Background: an optimization exercise with open tools, aiming at small area and a short achievable clock period. Do not read the settings as production practice. Where RTL was checked, it was by simulation tests only, not by an equivalence proof against the original. No activity file was given, so power comes from the tool's default toggle rates.

// konya
module konya(DIN, Resetn, Clock, Run, Done, BusWires);
	input [15:0] DIN;
	input Resetn, Clock, Run;
	output Done;
	output [15:0] BusWires;
	reg [1:0] Tstep;
	reg L, b0;             
	reg [2:0] W, Y;        
	reg dsel;              
	reg Done;
	reg [15:0] R [0:7];
	reg [15:0] A;
	reg [15:0] BR;         
	reg zf;                
	reg gnew;              
	wire t0 = (Tstep == 2'd0);
	wire t1 = (Tstep == 2'd1);
	wire t2 = (Tstep == 2'd2);
	wire [2:0] op = DIN[15:13];
	wire [2:0] x = DIN[12:10];
	wire [2:0] y = DIN[9:7];
	wire op_mvi = (op == 3'd1);
	wire op_add = (op == 3'd2) | (op == 3'd3);
	wire op_st  = (op == 3'd4) | (op == 3'd5);
	wire op_nz  = (op == 3'd6);
	wire op_long = op_add | (op == 3'd7);
	assign BusWires = dsel ? DIN : BR;
	wire zf_now = gnew ? ~|BR : zf;
	reg [1:0] Tn;
	reg dsel_n, Done_n;
	always @(*) begin
		Tn = 2'd0; dsel_n = 1'b1; Done_n = 1'b0;
		case (Tstep)
			2'd0: if (Run) begin
				Tn = 2'd1;
				Done_n = ~op_long;
				dsel_n = op_mvi | (op == 3'd7) | (op_nz & ~zf_now);
			end
			2'd1: if (L) begin
				Tn = 2'd2;
				dsel_n = 1'b0;
			end
			2'd2: begin
  ...
For scale: ~750 cells after synthesis, roughly 36 I/O pins, ~7800 um2 of cells after synthesis.
Settings: LEC_CHECK=0, ABC_AREA=1, CAP_MARGIN=20, CORE_MARGIN=2, CORE_UTILIZATION=40, CTS_BUF_LIST=sky130_fd_sc_hd__clkbuf_8, CTS_CLUSTER_DIAMETER=80, CTS_CLUSTER_SIZE=30, SETUP_SLACK_MARGIN=2.8, SLEW_MARGIN=20, SYNTH_HIERARCHICAL=1, SYNTH_MINIMUM_KEEP_SIZE=0; clock period 6.0 ns.
run.sh (not shown) runs the stock make flow with config.mk's settings and CLKGATE_MAP_FILE= SYNTH_SCRIPT=/design/flow/synth_recipe.tcl, a recipe that flattens the netlist after the stock synthesis.
==> next run, changes <==
- ABC_AREA: 1 -> unset
Effect: Count of clock-buffer cells in the layout stays the same. Power falls by 8.1%. Core utilization increases by 0.73 points. Die area is lower by 6.9%. Final cell count goes down by 30%. Wire length decreases by 2.8%.
==> next run, changes <==
- SETUP_SLACK_MARGIN: 2.8 -> 3.3
=> The new run went through all stages and came out clean. Via count climbs slightly. Clock skew is about the same. Global-route usage drops by 0.22 points. Final cell count climbs by a few percent. Critical path depth is unchanged. Routed wire length hardly moves.

---

The RTL this note starts from:
==> flow/design.v <==
module konya(DIN, Resetn, Clock, Run, Done, BusWires);
	input [15:0] DIN;
	input Resetn, Clock, Run;
	output Done;
	output [15:0] BusWires;
	reg [1:0] Tstep;
	reg L, b0;             
	reg [2:0] W, Y;        
	reg [7:0] rsel;        
	reg gsel, dseln;       
	reg Done;
	reg [15:0] R [0:7];
	reg [15:0] A, G;
	reg zf;                
	reg gnew;              
	wire t0 = (Tstep == 2'd0);
	wire t1 = (Tstep == 2'd1);
	wire t2 = (Tstep == 2'd2);
	wire [2:0] op = DIN[15:13];
	wire [2:0] x = DIN[12:10];
	wire [2:0] y = DIN[9:7];
	wire op_mv  = (op == 3'd0);
	wire op_add = (op == 3'd2) | (op == 3'd3);
	wire op_st  = (op == 3'd4) | (op == 3'd5);
	wire op_nz  = (op == 3'd6);
	wire op_long = op_add | (op == 3'd7);
	reg [15:0] Rs;
	integer i;
	always @(*) begin
		Rs = 16'd0;
		for (i = 0; i < 8; i = i + 1)
			Rs = Rs | ({16{rsel[i]}} & R[i]);
	end
	assign BusWires = Rs | ({16{gsel}} & G) | ({16{~dseln}} & DIN);
	reg [1:0] Tn;
	reg [7:0] rsel_n;
	reg gsel_n, dsel_n, Done_n;
	always @(*) begin
		Tn = 2'd0; rsel_n = 8'd0; gsel_n = 1'b0; dsel_n = 1'b1; Done_n = 1'b0;
		case (Tstep)
			2'd0: if (Run) begin
				Tn = 2'd1;
				Done_n = ~op_long;
				if (op_add | op_st) begin
					rsel_n = 8'd1 << x; dsel_n = 1'b0;
				end else if (op_mv | (op_nz & zf_now)) begin
					rsel_n = 8'd1 << y; dsel_n = 1'b0;
				end
			end
			2'd1: if (L) begin
				Tn = 2'd2;
				rsel_n = 8'd1 << Y; dsel_n = 1'b0;
			end
			2'd2: begin
				Tn = 2'd3;
				gsel_n = b0; dsel_n = ~b0; Done_n = b0;
			end
			2'd3: ;
		endcase
	end
	always @(posedge Clock, negedge Resetn)
		if (!Resetn) begin
			Tstep <= 2'd0; rsel <= 8'd0; gsel <= 1'b0; dseln <= 1'b0; Done <= 1'b0;
		end else begin
			Tstep <= Tn; rsel <= rsel_n; gsel <= gsel_n; dseln <= ~dsel_n; Done <= Done_n;
		end
	wire [15:0] sum = A + BusWires;
	wire [15:0] gv = b0 ? sum : (A ^ BusWires);
	wire zf_now = gnew ? ~|G : zf;
	always @(posedge Clock) begin
		if (t0) begin
			L  <= op_long;
			b0 <= op_add;
			W  <= op_st ? y : x;
			Y  <= y;
		end
		if (Done)
			R[W] <= BusWires;
		if (t1 & L & b0)
			A <= BusWires;
		G <= gv;
		gnew <= t2;
		zf <= zf_now;
	end
endmodule
clock: 6.0 ns
lec_check: 0
abc_area: 1
cap_margin: 20
core_margin: 2
core_utilization: 40
cts_buf_list: sky130_fd_sc_hd__clkbuf_8
cts_cluster_diameter: 80
cts_cluster_size: 30
setup_slack_margin: 3.2
slew_margin: 20
The first run finished with timing, DRC and antenna clean.
Edit:
ABC_AREA = unset   (was 1)
CTS_BUF_LIST = unset   (was sky130_fd_sc_hd__clkbuf_8)
CTS_CLUSTER_DIAMETER = unset   (was 80)
CTS_CLUSTER_SIZE = unset   (was 30)
SETUP_SLACK_MARGIN = 2.8   (was 3.2)
After rerunning: Worst hold slack gets better by 0.012 ns. Clock power is higher by 41%. Critical path depth is higher by 2. Clock skew stays flat. Die area is lower by 6.0%.
Edit:
CTS_BUF_LIST = sky130_fd_sc_hd__clkbuf_8   (was unset)
CTS_CLUSTER_DIAMETER = 80   (was unset)
CTS_CLUSTER_SIZE = 30   (was unset)
Utilization shrinks by 0.92 points; via count climbs by 0.37%; global-route usage grows by 0.14 points; die area does not change; clock skew goes up by 0.0040 ns; combinational power rose by about 3%; sequential power is about the same; power went down by 5.5%; area after synthesis is unchanged.
Function was not checked in any run of this note: the RTL went through the layout flow alone.

---

## raven
RTL: the design.v shown in full above, as it stands there.
Settings: LEC_CHECK=0, CAP_MARGIN=20, CORE_MARGIN=2, CORE_UTILIZATION=60, CTS_BUF_LIST=sky130_fd_sc_hd__clkbuf_8, CTS_CLUSTER_DIAMETER=80, CTS_CLUSTER_SIZE=30, SETUP_SLACK_MARGIN=2.8, SLEW_MARGIN=20; clock period 6.0 ns.
raven | stages: all done | timing, DRC, antenna: all pass
--- input diff raven..maple ---
--- a/flow/config.mk
+++ b/flow/config.mk
@@ -7,0 +8 @@
+export ABC_AREA = 1
@@ -10 +11 @@
-export CORE_UTILIZATION = 60
+export CORE_UTILIZATION = 40
Results
A first element of the critical path of DIN[7] is what raven shows, while rsel[3]$_DFF_PN0_ belongs to maple.
Global-route usage over all layers for maple: 10 points down relative to raven
Sort raven and maple by via count, ascending, and raven comes first.
maple vs. raven: row count went up 10; part of the total power dissipated in combinational logic shows an increase of 2.8 points; post-route clock skew climbed 0.0063 ns.
No functional check of the RTL was part of any run of this note.

---

konya, a different RTL version from the one above (not shown whole).
Size: about 450 cells after synthesis.
Settings: LEC_CHECK=0, CAP_MARGIN=20, CORE_MARGIN=2, CORE_UTILIZATION=40, CTS_BUF_LIST=sky130_fd_sc_hd__clkbuf_8, CTS_CLUSTER_DIAMETER=80, CTS_CLUSTER_SIZE=30, PLACE_DENSITY=0.75, SETUP_SLACK_MARGIN=3.22, SLEW_MARGIN=20, SYNTH_HIERARCHICAL=1, SYNTH_MINIMUM_KEEP_SIZE=0; clock period 6.0 ns.
standard.sh (not shown) runs the stock make flow with config.mk's settings and CLKGATE_MAP_FILE= SYNTH_SCRIPT=/design/flow/synth_recipe.tcl, a recipe that flattens the netlist after the stock synthesis.
==> flow/flow/run.sh <==
#!/bin/bash
set -euo pipefail
bash standard.sh \
  "CTS_ARGS=-sink_clustering_enable -repair_clock_nets -dont_use_dummy_load -sink_clustering_size 30 -sink_clustering_max_diameter 80 -buf_list sky130_fd_sc_hd__clkbuf_8" \
  finish > standard.log 2>&1
Change:
--- a/flow/config.mk
+++ b/flow/config.mk
@@ -14 +14 @@
-export PLACE_DENSITY = 0.75
+export GPL_ROUTABILITY_DRIVEN = 0
@@ -18,0 +19 @@
+export TNS_END_PERCENT = 10
Effect: Cell area fell slightly. Sequential share of layout area rose by 1.1 points. Register-to-register slack stays flat. First-iteration DRC count fell by about a fifth. Worst setup slack is better by 0.018 ns.
Change:
==> flow/run.sh (new file) <==
#!/bin/bash
# synth_recipe.tcl (not shown) runs the flow's synth.tcl, then flattens the netlist and writes it again
# the make line also repeats each setting of config.mk as NAME=value (left out here)
make -C /OpenROAD-flow-scripts/flow DESIGN_CONFIG=/design/flow/config.mk WORK_HOME=/design/flow/orfs CLKGATE_MAP_FILE= SYNTH_SCRIPT=/design/flow/synth_recipe.tcl finish
--- a/flow/config.mk
+++ b/flow/config.mk
@@ -14,2 +14 @@
-export GPL_ROUTABILITY_DRIVEN = 0
-export SETUP_SLACK_MARGIN = 3.22
+export SETUP_SLACK_MARGIN = 3.0
@@ -19 +17,0 @@
-export TNS_END_PERCENT = 10
removed: flow/flow/run.sh
removed: flow/standard.sh
Effect: The new run completed with no timing, DRC or antenna violations; setup slack gets worse by 0.35 ns; synthesized area does not change; routed wire length rises by about 1.1%; clock power rises by 38%.
Change:
==> flow/flow/run.sh (new file) <==
#!/bin/bash
set -euo pipefail
bash standard.sh \
  "CTS_ARGS=-sink_clustering_enable -repair_clock_nets -dont_use_dummy_load -sink_clustering_size 30 -sink_clustering_max_diameter 80 -buf_list sky130_fd_sc_hd__clkbuf_8" \
  finish > standard.log 2>&1
==> flow/standard.sh (new file) <==
#!/bin/bash
# synth_recipe.tcl (not shown) runs the flow's synth.tcl, then flattens the netlist and writes it again
# the make line also repeats each setting of config.mk as NAME=value (left out here)
make -C /OpenROAD-flow-scripts/flow DESIGN_CONFIG=/design/flow/config.mk WORK_HOME=/design/flow/orfs CLKGATE_MAP_FILE= SYNTH_SCRIPT=/design/flow/synth_recipe.tcl "${@:-finish}"
--- a/flow/config.mk
+++ b/flow/config.mk
@@ -14 +14 @@
-export SETUP_SLACK_MARGIN = 3.0
+export SETUP_SLACK_MARGIN = 3.22
@@ -17,0 +18 @@
+export TNS_END_PERCENT = 10
removed: flow/run.sh
Outcome: The new run produced a clean layout. Design area falls by 0.76%. Clock skew is higher by 0.015 ns. Sequential share of layout area climbs by 0.47 points. Flip-flop and latch count does not change. Routed wire length shrinks by 1.1%. Maximum frequency climbs by 12%.

-- separate check: timing with driven ports --
Ports are ideal in the flow. The routed layouts listed here were re-timed in OpenROAD.
Step 1 assumes that a clkbuf_16 drives the clock port and a buf_2 every other input.
Step 2 times the ports against the registers' clock, not the clock port: input delays grow and output delays shrink by t, the midpoint of the rising clock arrivals with the driver on.
Slacks: ideal / step 1 / step 2; pairs: ideal / step 1.
| run | shift t [ns] | setup WS [ns] | hold WS [ns] | latest minus earliest clock arrival (ns) | worst register clock-pin slew, ns |
|---|---|---|---|---|---|
| the first run of note 1 | 0.494 | 2.816 / 2.787 / 2.529 | 0.465 / 0.465 / 0.465 | 0.018 / 0.019 | 0.10 / 0.10 |
| the second run of note 1 | 0.495 | 2.813 / 2.785 / 2.347 | 0.460 / 0.460 / 0.460 | 0.013 / 0.013 | 0.09 / 0.09 |
| the third run of note 1 | 0.491 | 2.982 / 2.944 / 2.846 | 0.479 / 0.479 / 0.479 | 0.010 / 0.010 | 0.08 / 0.08 |
| the first run of note 2 | 0.496 | 2.853 / 2.819 / 2.685 | 0.474 / 0.474 / 0.474 | 0.013 / 0.013 | 0.09 / 0.09 |
| the second run of note 2 | 0.465 | 2.755 / 2.715 / 2.300 | 0.486 / 0.486 / 0.486 | 0.012 / 0.012 | 0.07 / 0.07 |
| the third run of note 2 | 0.497 | 2.730 / 2.692 / 2.273 | 0.494 / 0.494 / 0.494 | 0.016 / 0.016 | 0.10 / 0.10 |
| raven | 0.494 | 2.704 / 2.663 / 2.298 | 0.494 / 0.494 / 0.494 | 0.010 / 0.010 | 0.09 / 0.09 |
| maple | 0.500 | 2.818 / 2.779 / 2.605 | 0.468 / 0.468 / 0.468 | 0.017 / 0.017 | 0.10 / 0.10 |
| the first run of note 4 | 0.467 | 3.175 / 3.180 / 2.714 | 0.461 / 0.461 / 0.461 | 0.019 / 0.019 | 0.08 / 0.08 |
| the second run of note 4 | 0.478 | 3.193 / 3.162 / 2.794 | 0.463 / 0.463 / 0.463 | 0.028 / 0.028 | 0.09 / 0.09 |
| the third run of note 4 | 0.480 | 2.846 / 2.822 / 2.608 | 0.477 / 0.477 / 0.477 | 0.013 / 0.013 | 0.09 / 0.09 |
| the fourth run of note 4 | 0.478 | 3.193 / 3.162 / 2.794 | 0.463 / 0.463 / 0.463 | 0.028 / 0.028 | 0.09 / 0.09 |
After both steps every run listed still meets setup and hold. For the second run of note 1, which loses most, drivers alone change the setup slack by -0.028 ns; drivers and shift together by -0.466 ns.
